This design comes from an exercise in tuning for small area, a short achievable clock period and few clock cycles per item on the open sky130 flow, not from production work. Only simulation tests tie the RTL to the original design; equivalence was not proved.

red:
==> flow/design.v (excerpt) <==
module fp_carpma(
    input clk_i, rst_i, en_i,
    input [31:0] x1_i, x2_i,
    output [31:0] sonuc_o,
    output done_o
    );
For scale: ~1400 cells after synthesis.
export LEC_CHECK = 0
export ABC_AREA = 1
export CAP_MARGIN = 20
export CORE_MARGIN = 2
export CORE_UTILIZATION = 40
export SETUP_SLACK_MARGIN = 4.25
export SLEW_MARGIN = 20
create_clock -name core_clock -period 10.0 [get_ports {clk_i}]
standard.sh (not shown) runs the stock make flow with config.mk's settings and CLKGATE_MAP_FILE= SYNTH_SCRIPT=/design/flow/synth_recipe.tcl, a recipe that flattens the netlist after the stock synthesis.
==> flow/flow/run.sh <==
#!/bin/bash
set -uo pipefail
export BUFFER_PORTS_ARGS="-buffer_cell sky130_fd_sc_hd__buf_1"
export SYNTH_ARGS="-noabc"
bash standard.sh > flow.log 2>&1
Testbench counts of red, summed over its fixed seeds: cycles 7,192, items 2,400.
What blue does differently from red at the input level:
- SETUP_SLACK_MARGIN now 4.5, was 4.25
Results
Sort blue and red by transition time at the pin with the least slew margin, ascending, and blue comes first.
Changes observed in blue relative to red: final area grew by about 3%; final-layout clock-cell area share held steady; final critical-path share of the clock period shrank by 1.9 points.
In the metrics for blue and red, the one carrying the lower wire length of the first global-routing pass is red.
In blue the critical-path maximum fanout turned out 5 lower than in red.
Row multi-input logic portion of the cell area: blue lower / red higher
blue -> red: number of buffers inserted by hold repair at cts delta 0, exact match
[inputs] green vs blue
- SETUP_SLACK_MARGIN: 4.5 -> 5
==> flow/flow/run.sh <==
#!/bin/bash
# The standard layout (the standard.sh, unchanged synthesis and steps), except
# that the port buffers use sky130_fd_sc_hd__buf_4 instead of the cell that
# buffer_ports picks by default (a slow delay buffer).
set -uo pipefail
export BUFFER_PORTS_ARGS="-buffer_cell sky130_fd_sc_hd__buf_4"
bash standard.sh > flow.log 2>&1
Results
- Against blue, green reports a final weighted congestion of routability-driven global placement that is higher.
- Comparing green and blue, final worst-path cycle share is lower on green.
- The critical path's largest stage delay of green is higher than that of blue.
- Compared green vs blue, and per-cell routed wire length is up in green.
- Critical path depth came out higher on green than on blue.
- | area of the mapped netlist | green vs blue | worse |
- The higher number of global-route vias before repair came out of green.
- Setup slack: green more than blue
- Diff blue -> green | final wirelength | up by more than 10%
The inputs of orange differ from those of green as listed below.
- swapping 5 for 4.75 in SETUP_SLACK_MARGIN
==> flow/flow/run.sh <==
#!/bin/bash
set -uo pipefail
export BUFFER_PORTS_ARGS="-buffer_cell sky130_fd_sc_hd__buf_1"
export SYNTH_ARGS="-noabc"
bash standard.sh > flow.log 2>&1
==> comparison <==
Diff green -> orange | post-layout instance count excluding filler cells | down by more than 10%
Between green and orange, floorplan die width decreased.
orange against green: synthesized netlist net count down 240; share of the cycle needed by the critical path after routing has increased.

---

== lagoon ==
Another version of the RTL of fp_carpma (not shown whole).
Size: ~71 flip-flops, ~100 I/O pins, ~0.011 mm² of cells after synthesis.
Settings: LEC_CHECK=0, ABC_AREA=1, CAP_MARGIN=20, CORE_MARGIN=2, CORE_UTILIZATION=40, SETUP_SLACK_MARGIN=4.9, SLEW_MARGIN=20; clock period 10.0 ns.
==> flow/flow/run.sh <==
#!/bin/bash
set -uo pipefail
export BUFFER_PORTS_ARGS="-buffer_cell sky130_fd_sc_hd__buf_1"
export SYNTH_ARGS="-noabc"
bash standard.sh > flow.log 2>&1
Testbench counts of lagoon, summed over its fixed seeds: cycles 7,192, items 2,400.
The inputs of juniper differ from those of lagoon as listed below.
- SETUP_SLACK_MARGIN changed from 4.9 to 4.75
Notes after the runs:
NOTE global-route wire length before repair lagoon->juniper decreased slightly. Between lagoon and juniper, the setup skew after layout does not differ in any meaningful way. Any difference in share of cell area taken by multi-input logic gates between lagoon and juniper is small enough to ignore. Measured against each other, lagoon and juniper differ in count of inverters other than clock inverters in the layout, the higher figure coming from lagoon. Comparing juniper with lagoon, the flip-flop and latch count came out essentially unchanged. On juniper: upper clock frequency limit is about 2.7% lower than what lagoon gave. Run comparison: lagoon termination of the worst setup path c_q[14]$_DFF_P_; juniper termination of the worst setup path cy_q$_DFF_P_. From juniper to lagoon, antenna violation net count after detailed routing did not move at all. From lagoon to juniper, max-slew violation count did not move at all. Synthesized flop and latch total: juniper vs lagoon identical. Against lagoon, the final cell area of juniper is lower.

---

Setup of job 9331:
fp_carpma, a different RTL version from the one above (not shown whole).
Size in the first run: ~1400 cells after synthesis, roughly 71 flip-flops, about 100 I/O pins.
==> flow/config.mk <==
export PLATFORM = sky130hd
export DESIGN_NAME = fp_carpma
export DESIGN_NICKNAME = fp_carpma
export VERILOG_FILES = /design/flow/design.v
export SDC_FILE = /design/flow/constraint.sdc
export NUM_CORES = 4
export LEC_CHECK = 0
export ABC_AREA = 1
export CAP_MARGIN = 20
export CORE_MARGIN = 2
export CORE_UTILIZATION = 40
export SETUP_SLACK_MARGIN = 5
export SLEW_MARGIN = 20
==> flow/constraint.sdc <==
create_clock -name core_clock -period 10.0 [get_ports {clk_i}]
set_input_delay 2.0000 -clock core_clock [delete_from_list [all_inputs] [get_ports {clk_i}]]
set_output_delay 2.0000 -clock core_clock [all_outputs]
set_load 0.01 [all_outputs]
Scripts as last shown in full above: flow/flow/run.sh
Per the final summary, job 9331 finished and its layout is clean on timing, DRC and antenna.
Testbench counts of job 9331, summed over its fixed seeds: cycles 7,192, items 2,400.
Edits applied to the flow inputs when going from job 9331 to job 2392:
- a change of SETUP_SLACK_MARGIN from 5 to 4.5
[summary]
Job 2392: done, clean on timing, DRC and antenna
Diff job 2392 and job 9331: fmax lower in job 2392
Lower via count of the first global-routing pass among job 2392 and job 9331: job 2392
Compared with job 9331, placement density in the core of job 2392 is lower.
Slowest library cell on the worst path = fa_2: job 9331; slowest library cell on the worst path = fa_1: job 2392
The average via count per standard cell reported for job 2392 is smaller than that of job 9331 by about 2.4%.
The setup slack in job 2392 was lower than what job 9331 gave.
Between job 9331 and job 2392, the worst clock skew does not differ in any meaningful way.
Share of cell area taken by multi-input logic gates for job 2392: 3.6 points up relative to job 9331
Setup changes, job 2392 to job 3628
- SETUP_SLACK_MARGIN: 4.5 -> 4.75
==> run summary <==
Re area added between synthesis and finish: job 2392 was lower than job 3628.
Number of clock buffers in the layout: job 3628 vs job 2392 identical

## separate check: timing with driven ports
Ports are ideal in the flow. The routed layouts listed here were re-timed in OpenROAD.
Step 1: set_driving_cell puts a clkbuf_16 on clk_i and a buf_2 on each other input, an assumption about the parent block.
Step 2 moves the port delays by t, midway between the first and last clock arrival at a register: inputs arrive t later, outputs are due t later. That takes back most of the time a late clock gives input paths.
a / b / c = ideal ports / drivers / drivers and shift; a / b = the first two.
run	t, ns	slack for setup (ns)	cell pins on the clock port's net
red	0.384	4.429 / 4.448 / 4.064	1
blue	0.388	4.621 / 4.645 / 4.257	1
green	0.388	4.779 / 4.784 / 4.396	1
orange	0.386	4.742 / 4.745 / 4.359	1
lagoon	0.403	4.941 / 4.966 / 4.562	1
juniper	0.402	4.800 / 4.817 / 4.416	1
job 9331	0.397	5.024 / 5.029 / 4.654	1
job 2392	0.390	4.612 / 4.630 / 4.240	1
job 3628	0.389	4.840 / 4.858 / 4.469	1
After both steps every run listed still meets setup and hold. For juniper, which loses most, drivers alone change the setup slack by +0.017 ns; drivers and shift together by -0.384 ns.
